What follows belongs to an exercise in optimizing a design on an open flow for a short achievable clock period and few clock cycles; a production flow would make more cautious choices. The RTL was checked by simulation tests, not by an equivalence proof against the original design. Power is estimated from default activity; no workload was simulated.

==> flow/design.v <==
`timescale 1ns / 1ps
module maze(
    input clk,
    input rst,
    input [5:0] starting_col, starting_row,
    input maze_in,
    output reg [5:0] row, col,
    output reg maze_oe,
    output reg maze_we,
    output reg done
);
localparam UP = 2'd0, RIGHT = 2'd1, DOWN = 2'd2, LEFT = 2'd3;
localparam MR = 2'd1, MF = 2'd0, ML = 2'd3, MB = 2'd2;
localparam RD_R   = 3'd0;  
localparam RD_F   = 3'd1;  
localparam WAIT_R = 3'd2;  
localparam RD_F2  = 3'd3;  
localparam WAIT_F = 3'd4;  
localparam RD_L   = 3'd5;  
localparam WAIT_L = 3'd6;  
localparam GO_R   = 3'd7;  
localparam QN = 8;             
localparam SD = 512;           
localparam SW = 10;            
reg [2:0] ph;
reg fin;
reg [5:0] x, y;
reg [1:0] d;
reg [5:0] qx [0:QN-1];
reg [5:0] qy [0:QN-1];
reg [2:0] qh, qt;
reg [3:0] qc;
reg [1:0] st [0:SD-1];
reg [SW-1:0] sc;             
reg sp_push, sp_pop;
reg [1:0] sp_val;
reg [1:0] top0, top1;
always @(*) begin
    if (sp_push) begin
        top0 = sp_val; top1 = st[0];
    end else if (sp_pop) begin
        top0 = st[1]; top1 = st[2];
    end else begin
        top0 = st[0]; top1 = st[1];
    end
end
wire tv0 = (sc != 0);
wire tv1 = (sc > 1);
wire [5:0] xp = x + 6'd1, xm = x - 6'd1, yp = y + 6'd1, ym = y - 6'd1;
function [11:0] nb; input [1:0] k; begin
    case (k)
        UP:    nb = {ym, x};
        RIGHT: nb = {y, xp};
        DOWN:  nb = {yp, x};
        default: nb = {y, xm};
    endcase
end endfunction
function [11:0] dg; input [1:0] k; begin
    case (k)
        UP:    dg = {ym, xp};
        RIGHT: dg = {yp, xp};
        DOWN:  dg = {yp, xm};
        default: dg = {ym, xm};
    endcase
end endfunction
function edge_at; input [1:0] k; begin
    case (k)
        UP:    edge_at = (y == 6'd1);
        RIGHT: edge_at = (x == 6'd62);
        DOWN:  edge_at = (y == 6'd62);
        default: edge_at = (x == 6'd1);
    endcase
end endfunction
reg [11:0] npos [0:3];
reg [11:0] ndg  [0:3];
reg        par  [0:3];    
reg        gor  [0:3];    
reg        edg  [0:3];
integer k;
always @(*) begin
    for (k = 0; k < 4; k = k + 1) begin
        npos[k] = nb(d + k[1:0]);
        ndg[k]  = dg(d + k[1:0]);
        par[k]  = tv0 && (top0 == d + k[1:0]);
        gor[k]  = tv1 && (top1 == d + k[1:0] + 2'd1);
        edg[k]  = edge_at(d + k[1:0]);
    end
end
wire qempty = (qc == 4'd0);
wire qfull  = (qc == QN);
wire [11:0] head = {qy[qh], qx[qh]};
reg        o_mv   [0:1];
reg [1:0]  o_rel  [0:1];
reg        o_push [0:1];
reg        o_pop  [0:1];
reg        o_back [0:1];
reg [2:0]  o_ph   [0:1];
reg        o_fin  [0:1];
reg        o_oe   [0:1];
reg        o_we   [0:1];
reg        o_done [0:1];
reg [11:0] o_addr [0:1];
integer o;
always @(*) begin
    for (o = 0; o < 2; o = o + 1) begin
        o_mv[o] = 1'b0; o_rel[o] = MF; o_push[o] = 1'b0; o_pop[o] = 1'b0; o_back[o] = 1'b0;
        o_ph[o] = ph; o_fin[o] = fin; o_oe[o] = 1'b0; o_we[o] = 1'b0; o_done[o] = done;
        o_addr[o] = head;
        if (fin) begin
            if (!qempty) begin
                o_pop[o] = 1'b1; o_we[o] = 1'b1;
                if (qc == 4'd1) o_done[o] = 1'b1;
            end
        end else begin
            case (ph)
                RD_R: begin
                    if (qfull || par[MF]) begin
                        o_pop[o] = !qempty; o_we[o] = !qempty; o_ph[o] = WAIT_R;
                    end else begin
                        o_oe[o] = 1'b1; o_addr[o] = npos[MF]; o_ph[o] = RD_F;
                    end
                end
                RD_F: begin
                    if (o == 0) begin
                        o_mv[o] = 1'b1; o_rel[o] = MR;
                    end else begin
                        o_pop[o] = !qempty; o_we[o] = !qempty; o_ph[o] = WAIT_F;
                    end
                end
                WAIT_R: begin
                    if (o == 0) begin
                        o_mv[o] = 1'b1; o_rel[o] = MR;
                    end else if (par[MF]) begin
                        o_mv[o] = 1'b1; o_rel[o] = MF;
                    end else begin
                        o_oe[o] = 1'b1; o_addr[o] = npos[MF]; o_ph[o] = RD_F2;
                    end
                end
                RD_F2: begin
                    o_pop[o] = !qempty; o_we[o] = !qempty; o_ph[o] = WAIT_F;
                end
                WAIT_F: begin
                    if (o == 0) begin
                        o_mv[o] = 1'b1; o_rel[o] = MF;
                    end else if (par[ML]) begin
                        o_mv[o] = 1'b1; o_rel[o] = ML;
                    end else begin
                        o_oe[o] = 1'b1; o_addr[o] = npos[ML]; o_ph[o] = RD_L;
                    end
                end
                RD_L: begin
                    o_pop[o] = !qempty; o_we[o] = !qempty; o_ph[o] = WAIT_L;
                end
                WAIT_L: begin
                    o_mv[o] = 1'b1; o_rel[o] = (o == 0) ? ML : MB;
                end
                default: begin  
                    o_mv[o] = 1'b1; o_rel[o] = MR;
                end
            endcase
            if (o_mv[o]) begin
                o_back[o] = par[o_rel[o]];
                o_push[o] = !par[o_rel[o]];
                if (edg[o_rel[o]]) begin
                    o_fin[o] = 1'b1;
                end else if (par[o_rel[o]] && gor[o_rel[o]]) begin
                    o_ph[o] = GO_R;
                    o_pop[o] = !qempty; o_we[o] = !qempty;
                end else begin
                    o_oe[o] = 1'b1; o_addr[o] = ndg[o_rel[o]]; o_ph[o] = RD_R;
                end
            end
        end
    end
end
wire        mi   = maze_in;
wire        mv   = o_mv[mi];
wire [1:0]  rel  = o_rel[mi];
wire        push = o_push[mi];
wire        pop  = o_pop[mi];
wire        back = o_back[mi];
wire [11:0] newpos0 = npos[o_rel[0]];
wire [11:0] newpos1 = npos[o_rel[1]];
wire [11:0] newpos = mi ? newpos1 : newpos0;
wire [1:0]  md0 = d + o_rel[0];
wire [1:0]  md1 = d + o_rel[1];
wire [1:0]  md = mi ? md1 : md0;
wire [3:0]  qc0 = qc + o_push[0] - o_pop[0];
wire [3:0]  qc1 = qc + o_push[1] - o_pop[1];
wire [SW-1:0] sc0 = !o_mv[0] ? sc : o_back[0] ? sc - 1'b1 : (sc == SD) ? sc : sc + 1'b1;
wire [SW-1:0] sc1 = !o_mv[1] ? sc : o_back[1] ? sc - 1'b1 : (sc == SD) ? sc : sc + 1'b1;
integer i;
always @(posedge clk) begin
    if (rst) begin
        ph <= RD_R;
        fin <= 1'b0;
        x <= starting_col;
        y <= starting_row;
        d <= UP;
        qc <= 4'd1;
        qh <= 3'd0;
        qt <= 3'd1;
        qx[0] <= starting_col;
        qy[0] <= starting_row;
        row <= starting_row;
        col <= starting_col + 6'd1;
        maze_oe <= 1'b1;
        maze_we <= 1'b0;
        done <= 1'b0;
        sc <= 0;
        sp_push <= 1'b0;
        sp_pop <= 1'b0;
    end else begin
        ph <= mi ? o_ph[1] : o_ph[0];
        fin <= mi ? o_fin[1] : o_fin[0];
        if (mv) begin
            d <= md;
            x <= newpos[5:0];
            y <= newpos[11:6];
        end
        for (i = 0; i < QN; i = i + 1) begin
            if (push && qt == i) begin
                qx[i] <= newpos[5:0];
                qy[i] <= newpos[11:6];
            end
        end
        if (push) qt <= qt + 3'd1;
        if (pop) qh <= qh + 3'd1;
        qc <= mi ? qc1 : qc0;
        row <= mi ? o_addr[1][11:6] : o_addr[0][11:6];
        col <= mi ? o_addr[1][5:0] : o_addr[0][5:0];
        maze_oe <= mi ? o_oe[1] : o_oe[0];
        maze_we <= mi ? o_we[1] : o_we[0];
        done <= mi ? o_done[1] : o_done[0];
        sp_push <= mv && !back;
        sp_pop <= mv && back;
        sp_val <= md + 2'd2;
        sc <= mi ? sc1 : sc0;
    end
end
always @(posedge clk) begin
    if (sp_push) begin
        st[0] <= sp_val;
        for (i = 1; i < SD; i = i + 1) st[i] <= st[i-1];
    end else if (sp_pop) begin
        for (i = 0; i < SD - 1; i = i + 1) st[i] <= st[i+1];
    end
end
endmodule
==> flow/run.sh <==
#!/bin/bash
# synth_recipe.tcl (not shown) runs the flow's synth.tcl, then flattens the netlist and writes it again
# the make line also repeats each setting of config.mk as NAME=value (left out here)
make -C /OpenROAD-flow-scripts/flow DESIGN_CONFIG=/design/flow/config.mk WORK_HOME=/design/flow/orfs CLKGATE_MAP_FILE= SYNTH_SCRIPT=/design/flow/synth_recipe.tcl finish
==> flow/config.mk <==
export PLATFORM = sky130hd
export DESIGN_NAME = maze
export DESIGN_NICKNAME = maze
export VERILOG_FILES = /design/flow/design.v
export SDC_FILE = /design/flow/constraint.sdc
export NUM_CORES = 4
export LEC_CHECK = 0
export ABC_CLOCK_PERIOD_IN_PS = 2000
export CAP_MARGIN = 20
export CORE_MARGIN = 2
export CORE_UTILIZATION = 40
export SETUP_SLACK_MARGIN = 3.4
export SLEW_MARGIN = 20
==> flow/constraint.sdc <==
create_clock -name core_clock -period 5.5 [get_ports {clk}]
set_input_delay 1.1000 -clock core_clock [delete_from_list [all_inputs] [get_ports {clk}]]
set_output_delay 1.1000 -clock core_clock [all_outputs]
set_load 0.01 [all_outputs]
==> run notes <==
what timing repair did:
action / in CTS / in global routing
setup buffers: 126 / 26
gates cloned: 30 / 12
gates resized for setup: 396 / 82
setup endpoints to repair: 2137 / 1002
pin swaps: 65 / 33
through the flow:
stage / util, % / area [sq um] / instances / setup slack (ps) / hold slack [ps]
after CTS: 47.43 / 63460 / 5498 / 1716 / 456.1
after detailed placement: 42.17 / 56420 / 5112 / 1128 / 449.3
after floorplan: - / 54250 / 3477 / -3369 / 422.2
after global placement: 42.17 / 56420 / 5112 / 1237 / 428.2
final: 48.02 / 64240 / 5536 / 1664 / 449.8
after global routing: 48.02 / 64240 / 5536 / 1568 / 458.3
worst max-delay path by stage:
stage	start	to	slack, ps	cells after the start
3_5_place_dp	y[0]$_DFFE_PP_	qc[2]$_SDFF_PP0_	1130	17
5_1_grt	y[0]$_DFFE_PP_	qc[2]$_SDFF_PP0_	1570	17
2_1_floorplan	sp_push$_SDFF_PP0_	st[100][0]$_DFFE_PP_	-3370	6
6_report	y[0]$_DFFE_PP_	qc[2]$_SDFF_PP0_	1660	17
3_3_place_gp	y[0]$_DFFE_PP_	qc[2]$_SDFF_PP0_	1240	17
4_1_cts	sp_pop$_SDFF_PP0_	qc[2]$_SDFF_PP0_	1720	15
final cells by class:
| cell class | instances | area [sq um] | share of cell area, % |
|---|---|---|---|
| Clock buffer | 164 | 3443 | 5.360 |
| Tap cell | 1768 | 2212 | 3.443 |
| Clock inverter | 66 | 605.6 | 0.9426 |
| Inverter | 44 | 178.9 | 0.2785 |
| Timing Repair Buffer | 273 | 3385 | 5.268 |
| Multi-Input combinational cell | 2044 | 19510 | 30.36 |
| Sequential cell | 1177 | 34910 | 54.35 |
power by group:
part           switching, W  internal, W
logic               0.00808      0.00734
registers           0.00155       0.0152
clock network       0.00361      0.00472
total                0.0132       0.0272
cells by family (layout without fill, tap and decap cells):
kind of cell             count (synthesis)  count (layout)  share of synthesized area, %
AO/OA/AOI/OAI                          478             478                         6.181
XOR/XNOR                                41              41                        0.6644
adder cells (fa/ha/maj)                 41              41                        0.9769
buffers and inverters                  266             547                         1.884
flip-flops                            1177            1177                         64.52
multiplexers                          1076            1076                         22.35
AND/OR/NAND/NOR                        398             408                         3.421
registers in the layout, indices dropped and copies added (netlist names), 2 cells and up:
signal,cells
col,6
d,2
ph,3
qc,4
qh,3
qt,3
qx,48
qy,48
row,6
sc,10
sp_val,2
st,1024
x,6
y,6
Yosys cell counts (5+ instances only):
| library cell | instances | share of area (%) |
|---|---|---|
| a211o_1 | 10 | 0.16 |
| o211a_1 | 8 | 0.15 |
| a211oi_1 | 20 | 0.28 |
| nor3_1 | 25 | 0.23 |
| xor2_1 | 14 | 0.23 |
| nor2b_1 | 9 | 0.10 |
| mux2_2 | 1039 | 22 |
| o21a_1 | 5 | 0.069 |
| nand3_1 | 33 | 0.31 |
| a22oi_1 | 31 | 0.43 |
| a221o_1 | 11 | 0.20 |
| a31oi_1 | 10 | 0.12 |
| or2_2 | 12 | 0.14 |
| o221a_2 | 5 | 0.10 |
| ha_1 | 39 | 0.90 |
| nand2b_1 | 9 | 0.10 |
| a21oi_1 | 87 | 0.81 |
| dfxtp_1 | 47 | 1.7 |
| or3_1 | 6 | 0.069 |
| a221oi_1 | 36 | 0.58 |
| xnor2_1 | 27 | 0.44 |
| mux2i_1 | 33 | 0.61 |
| a41oi_1 | 5 | 0.081 |
| buf_2 | 6 | 0.056 |
| o211ai_1 | 17 | 0.24 |
| clkbuf_1 | 194 | 1.3 |
| o31ai_1 | 7 | 0.097 |
| and2_1 | 15 | 0.17 |
| inv_1 | 43 | 0.30 |
| o21ai_0 | 107 | 0.99 |
| nor2_1 | 121 | 0.84 |
| o22ai_1 | 26 | 0.30 |
| o221ai_1 | 8 | 0.13 |
| nand2_1 | 123 | 0.85 |
| a21o_1 | 7 | 0.097 |
| a32oi_1 | 8 | 0.13 |
| edfxtp_1 | 1130 | 63 |
| and3_1 | 19 | 0.22 |
| a22o_1 | 9 | 0.15 |
| a222oi_1 | 17 | 0.31 |
| buf_1 | 19 | 0.13 |
critical path, stage by stage, from the launching register on:
cell and delay (ps):
edfxtp_1 470, buf_6 160, ha_1 210, nor4b_4 160
and2_1 190, a221o_1 330, a22oi_2 260, o221ai_2 170
nand4b_1 220, a31oi_2 250, ha_1 260, inv_1 70
ha_2 170, inv_1 50, fa_1 380, mux2i_2 180
xnor2_1 140, nor2_1 50
layer usage:
layer	global-route usage [%]	up-vias
met4	7.646	2
met2	23.54	978
met3	3.332	305
met1	21.65	15480
li1	-	14100
met5	0	-
cells in the final DEF, fill, tap and decap left out, types with 11 or more instances in the layout:
master	count
buf_16	22
nor3_1	23
inv_1	34
mux2i_1	31
a221o_1	11
a221oi_1	31
bufbuf_16	12
nor2_1	105
clkinv_2	18
a211oi_1	15
buf_4	127
o211ai_1	17
dfxtp_1	26
and3_4	18
clkdlybuf4s50_1	13
clkinv_1	23
o21ai_0	71
and2_1	12
mux2_2	1029
xnor2_1	22
a22oi_1	28
a222oi_1	17
mux2_4	13
nand3_1	28
nand2_1	116
o22ai_1	18
o21ai_1	15
dfxtp_2	15
a21oi_1	76
buf_6	70
edfxtp_1	1130
clkbuf_1	30
o21ai_2	21
clkbuf_16	141
ha_1	26
==> results by group <==
Run status
  – Run status: no timing/DRC/antenna violations

Floorplanning
  – # rows: 134
  – Die X-Extent: 371.6 um
  – Die Y: 371.6 um
  – I/O pins: 30
  – Starting Density: 40.40%
  – Core area: 133800 sq um
  – Die ar.: 138100 sq um

STA
  – Post-Route Setup TNS: 0 ps
  – Setup violations, final: 0
  – Setup Skew: 52.03 ps
  – Period utilisation layout: 69.75%
  – Relative slew slack: 26.72%
  – Slew @ Worst Pin: 1098 ps
  – Min Tclk post-route: 3836 ps
  – RSZ-0062 raised after global routing: yes
  – Final Slew Violations: 0
  – Final Hold Viols: 0
  – F_max: 260.7 MHz

Route
  – Met2 wire len: 49740 um
  – DRT Wirelength: 111800 um
  – Routed via count: 30860
  – Vias per inst: 5.575
  – Antenna-violating nets left: 0
  – Routed wire per std cell: 20.19 um
  – Post-Route M1 WL: 50380 um
  – 1st-iter DRT viols: 3134
  – DRC Markers: 0
  – Met3 routed WL: 6916 um
  – DR pass1 iterations: 6
  – DR top layer: met5

Synth
  – Distinct cells, synth: 85
  – EDFF count, synth: 1130
  – Async set-reset flop share out of synthesis: 0%
  – Yosys reg bits: 1177
  – Synthesized cell area: 54050 sq um
  – Ys flop type: edfxtp_1
  – Sequential-to-total area share from yosys stat: 64.52%
  – Mean Syn Cell Area: 15.55 sq um
  – Syn_nets: 3533
  – Synth Instances: 3477
  – Syn. warnings: 20

CTS
  – Clk buf depth: 3
  – Worst-skew pair later-pin latency: 760 ps
  – Reg clk slew, reported paths: 60 ps
  – Post-CTS Hold Buffers: 0
  – CTS tree: yes
  – CTS root buffer: clkbuf_16
  – CTS Buf Count: 131
  – # H-tree levels: 4
  – Clock sink count: 1177

GRT
  – Vias in the first global route: 30860
  – First-pass GRT wire length: 173300 um
  – Largest net degree at the start of global routing: 93
  – Total track usage: 15.70%
  – Antenna violations before repair: 1
  – Grt total ovfl: 0

Setup path
  – R2R depth: 17
  – Reg-to-Reg Start: y[0]$_DFFE_PP_
  – Reg-to-Reg End: qc[2]$_SDFF_PP0_
  – CP Capture Type: flop
  – WS Path Type: reg -> reg
  – CP max FO: 4
  – CP Data Required Time: 6120 ps
  – CP arrival: 4450 ps
  – R2R setup slack: 1660 ps
  – Crit start category: flop

Finish
  – # diodes: 0
  – Share of cells above drive strength 1: 45.44%
  – Fin nets: 3727
  – Area growth, synth to finish: 18.86%
  – Final-layout fill cell count: 11420

Pwr
  – Power Dens Cells: 629.8 nW/um^2
  – Worst vdd ir: 0.3528 mV
  – Leakage power total: 21.18 nW
  – Tot Pwr: 0.04046 W

Placed design
  – PortBufs: 29
  – Final HPWL DP: 61060 um
  – RePlAce Congestion: 1.011

Min path
  – Hold_sp: st[510][1]$_DFFE_PP_
  – HP Class: reg -> reg
  – Worst Hold End: st[511][1]$_DFFE_PP_
  – Worst Hold Path Cells: 0

Job
  – # Max-Cap Violations: 0
Testbench counts, summed over its fixed seeds: cycles 243,671.

-- what the ideal ports hide --
The results above use ideal ports. As a check the final layout listed here was re-extracted and re-timed, cells and wires unchanged.
Step 1, drivers: a clkbuf_16 drives clk and a buf_2 each remaining input, both assumed.
Step 2 moves the port delays by t, midway between the first and last clock arrival at a register: inputs arrive t later, outputs are due t later. That takes back most of the time a late clock gives input paths.
Slacks: no drivers / after step 1 / after step 2; pairs: no drivers / after step 1.
shift t [ns]: 0.806
setup slack, ns: 1.664 / 1.664 / 1.664
worst setup path after step 2: register to register
pins driven straight from the clock port: 1
After both steps this run still meets setup and hold. The setup slack of this run moves by 0.000 ns with the drivers and by 0.000 ns with both steps.
